Context: an optimization exercise on an open-source flow, tuned for small area, a short achievable clock period and few clock cycles. The choices shown serve that exercise and are no tape-out recipe.
Power figures rest on the tool's default switching activity, not on a simulated workload.

raven:
==> flow/design.v <==
module div_fsm#(
    parameter   DATAWIDTH = 10'd57
)
(
    input                         clk,
    input                         rst_n,
    input                         en,
    input     [DATAWIDTH-1:0]     dividend,
    input     [DATAWIDTH-1:0]     divisor,
    output                        ready,
    output    [DATAWIDTH-1:0]     quotient,
    output    [DATAWIDTH-1:0]     remainder,
    output                        vld_out
);
localparam W  = DATAWIDTH;
localparam K1 = 27;              
localparam K2 = 3;               
reg  [W-1:0] r_q;                
reg  [W:0]   r_r;                
reg  [W-1:0] r_d;                
reg  [5:0]   r_cnt;              
reg          r_busy;
reg          r_vld;
reg          r_corr;             
assign ready     = ~r_busy;
assign vld_out   = r_vld;
assign quotient  = r_q;
assign remainder = r_r[W-1:0];
wire start = en & ~r_busy;
wire neg   = r_r[W];
wire corr  = r_corr;
wire [W-1:0] m;
genvar gi;
generate
    for (gi = 0; gi < W; gi = gi + 1) begin : g_m
        if (gi == W-1) begin : g_top
            assign m[gi] = 1'b1;
        end else begin : g_rest
            assign m[gi] = ~|r_d[W-1:gi+1];
        end
    end
endgenerate
wire d_nz = |r_d;
wire [W+K1-1:0] x1 = {r_r[W-1:0], r_q[W-1:W-K1]};
wire [W+K2-1:0] x2 = {r_r[W-1:0], r_q[W-1:W-K2]};
wire sk1 = ~neg & d_nz & (r_cnt >= K1) & ~|x1[W+K1-1:W] & ~|(x1[W-1:0] & m);
wire sk2 = ~neg & d_nz & (r_cnt >= K2) & ~|x2[W+K2-1:W] & ~|(x2[W-1:0] & m);
wire [W+1:0] opa = corr ? {r_r[W], r_r} : {r_r, r_q[W-1]};
wire [W+1:0] opb = neg ? {2'b00, r_d} : ~{2'b00, r_d};
wire [W+1:0] sum = opa + opb + {{(W+1){1'b0}}, ~neg};
wire         qb  = ~sum[W+1];
always @(posedge clk or negedge rst_n) begin
    if (!rst_n) begin
        r_busy <= 1'b0;
        r_vld  <= 1'b0;
        r_corr <= 1'b0;
        r_cnt  <= 6'd0;
    end else begin
        r_vld  <= 1'b0;
        r_corr <= 1'b0;
        if (start) begin
            r_busy <= 1'b1;
            r_cnt  <= W;
        end else if (r_busy) begin
            if (corr) begin
                r_busy <= 1'b0;
                r_vld  <= 1'b1;
            end else if (sk1) begin
                r_cnt <= r_cnt - K1;
                if (r_cnt == K1) begin r_busy <= 1'b0; r_vld <= 1'b1; end
            end else if (sk2) begin
                r_cnt <= r_cnt - K2;
                if (r_cnt == K2) begin r_busy <= 1'b0; r_vld <= 1'b1; end
            end else begin
                r_cnt <= r_cnt - 1'b1;
                if (r_cnt == 6'd1) begin
                    if (qb) begin r_busy <= 1'b0; r_vld <= 1'b1; end
                    else r_corr <= 1'b1;
                end
            end
        end
    end
end
always @(posedge clk) begin
    if (start) begin
        r_q <= dividend;
        r_d <= divisor;
        r_r <= {(W+1){1'b0}};
    end else if (r_busy) begin
        if (corr) begin
            r_r <= sum[W:0];
        end else if (sk1) begin
            r_r <= {1'b0, x1[W-1:0]};
            r_q <= {r_q[W-K1-1:0], {K1{1'b0}}};
        end else if (sk2) begin
            r_r <= {1'b0, x2[W-1:0]};
            r_q <= {r_q[W-K2-1:0], {K2{1'b0}}};
        end else begin
            r_r <= sum[W:0];
            r_q <= {r_q[W-2:0], qb};
        end
    end
end
endmodule
clock: 6.0 ns
lec_check: 0
abc_clock_period_in_ps: 3000
cap_margin: 20
core_margin: 2
core_utilization: 40
setup_slack_margin: 2.5
slew_margin: 20
run.sh (not shown) runs the stock make flow with config.mk's settings and CLKGATE_MAP_FILE= SYNTH_SCRIPT=/design/flow/synth_recipe.tcl, a recipe that flattens the netlist after the stock synthesis.
raven finished every stage and its layout cleared the timing, DRC and antenna checks.
The following lists how juniper was set up differently from raven:
==> flow/design.v <==
module div_fsm#(
    parameter   DATAWIDTH = 10'd57
)
(
    input                         clk,
    input                         rst_n,
    input                         en,
    input     [DATAWIDTH-1:0]     dividend,
    input     [DATAWIDTH-1:0]     divisor,
    output                        ready,
    output    [DATAWIDTH-1:0]     quotient,
    output    [DATAWIDTH-1:0]     remainder,
    output                        vld_out
);
localparam W  = DATAWIDTH;
localparam K1 = 16;              
localparam K2 = 4;               
reg  [W-1:0] r_q;                
reg  [W-1:0] r_r;                
reg  [W-1:0] r_d;                
reg  [5:0]   r_cnt;              
reg          r_busy;
reg          r_vld;
assign ready     = ~r_busy;
assign vld_out   = r_vld;
assign quotient  = r_q;
assign remainder = r_r;
wire start = en & ~r_busy;
wire [W-1:0] m;
genvar gi;
generate
    for (gi = 0; gi < W; gi = gi + 1) begin : g_m
        if (gi == W-1) begin : g_top
            assign m[gi] = 1'b1;
        end else begin : g_rest
            assign m[gi] = ~|r_d[W-1:gi+1];
        end
    end
endgenerate
wire d_nz = |r_d;
wire [W+K1-1:0] x1 = {r_r, r_q[W-1:W-K1]};
wire [W+K2-1:0] x2 = {r_r, r_q[W-1:W-K2]};
wire sk1 = d_nz & (r_cnt >= K1) & ~|x1[W+K1-1:W] & ~|(x1[W-1:0] & m);
wire sk2 = d_nz & (r_cnt >= K2) & ~|x2[W+K2-1:W] & ~|(x2[W-1:0] & m);
wire [W:0]   x0   = {r_r, r_q[W-1]};
wire [W+1:0] diff = {1'b0, x0} - {2'b00, r_d};
wire         qb   = ~diff[W+1];
always @(posedge clk or negedge rst_n) begin
    if (!rst_n) begin
        r_busy <= 1'b0;
        r_vld  <= 1'b0;
        r_cnt  <= 6'd0;
    end else begin
        r_vld <= 1'b0;
        if (start) begin
            r_busy <= 1'b1;
            r_cnt  <= W;
        end else if (r_busy) begin
            if (sk1) begin
                r_cnt <= r_cnt - K1;
                if (r_cnt == K1) begin r_busy <= 1'b0; r_vld <= 1'b1; end
            end else if (sk2) begin
                r_cnt <= r_cnt - K2;
                if (r_cnt == K2) begin r_busy <= 1'b0; r_vld <= 1'b1; end
            end else begin
                r_cnt <= r_cnt - 1'b1;
                if (r_cnt == 6'd1) begin r_busy <= 1'b0; r_vld <= 1'b1; end
            end
        end
    end
end
always @(posedge clk) begin
    if (start) begin
        r_q <= dividend;
        r_d <= divisor;
        r_r <= {W{1'b0}};
    end else if (r_busy) begin
        if (sk1) begin
            r_r <= x1[W-1:0];
            r_q <= {r_q[W-K1-1:0], {K1{1'b0}}};
        end else if (sk2) begin
            r_r <= x2[W-1:0];
            r_q <= {r_q[W-K2-1:0], {K2{1'b0}}};
        end else begin
            r_r <= qb ? diff[W-1:0] : x0[W-1:0];
            r_q <= {r_q[W-2:0], qb};
        end
    end
end
endmodule
### Flow results
- Ff count | juniper vs raven | juniper lower
- Relative to raven, via count of the first global-routing pass has decreased by 7.3% in juniper.
- When the final numbers for juniper and raven were put side by side, the ratio of total power to cell area turned out to be smaller in juniper.
- juniper reports a lower mapped cell area than raven does.
- Global-route usage ended up 1.3 points lower on juniper than on raven.
- When juniper is set beside raven, its share of post-route cells with drive strength above 1 turns out to be 8.4 points smaller.
- Lower clock-buffer cell count was reported by juniper, not raven.
No functional check of the RTL was part of any run of this note.

==> separate check: timing with driven ports <==
Ports are ideal in the flow. The routed layouts listed here were re-timed in OpenROAD.
Step 1, drivers: a clkbuf_16 drives clk and a buf_2 each remaining input, both assumed.
Step 2 moves the port delays by t, midway between the first and last clock arrival at a register: inputs arrive t later, outputs are due t later. That takes back most of the time a late clock gives input paths.
Three values: ideal ports, drivers, drivers and shift; two values: the first two.
| run | t (ns) | setup slack, ns | slew at the worst register clock pin (ns) | cell pins on the clock port's net |
|---|---|---|---|---|
| raven | 0.528 | 2.200 / 2.200 / 1.848 | 0.09 / 0.09 | 1 |
| juniper | 0.512 | 2.458 / 2.458 / 2.347 | 0.08 / 0.08 | 1 |
After both steps every run listed still meets setup and hold. For raven, which loses most, drivers alone change the setup slack by 0.000 ns; drivers and shift together by -0.352 ns.
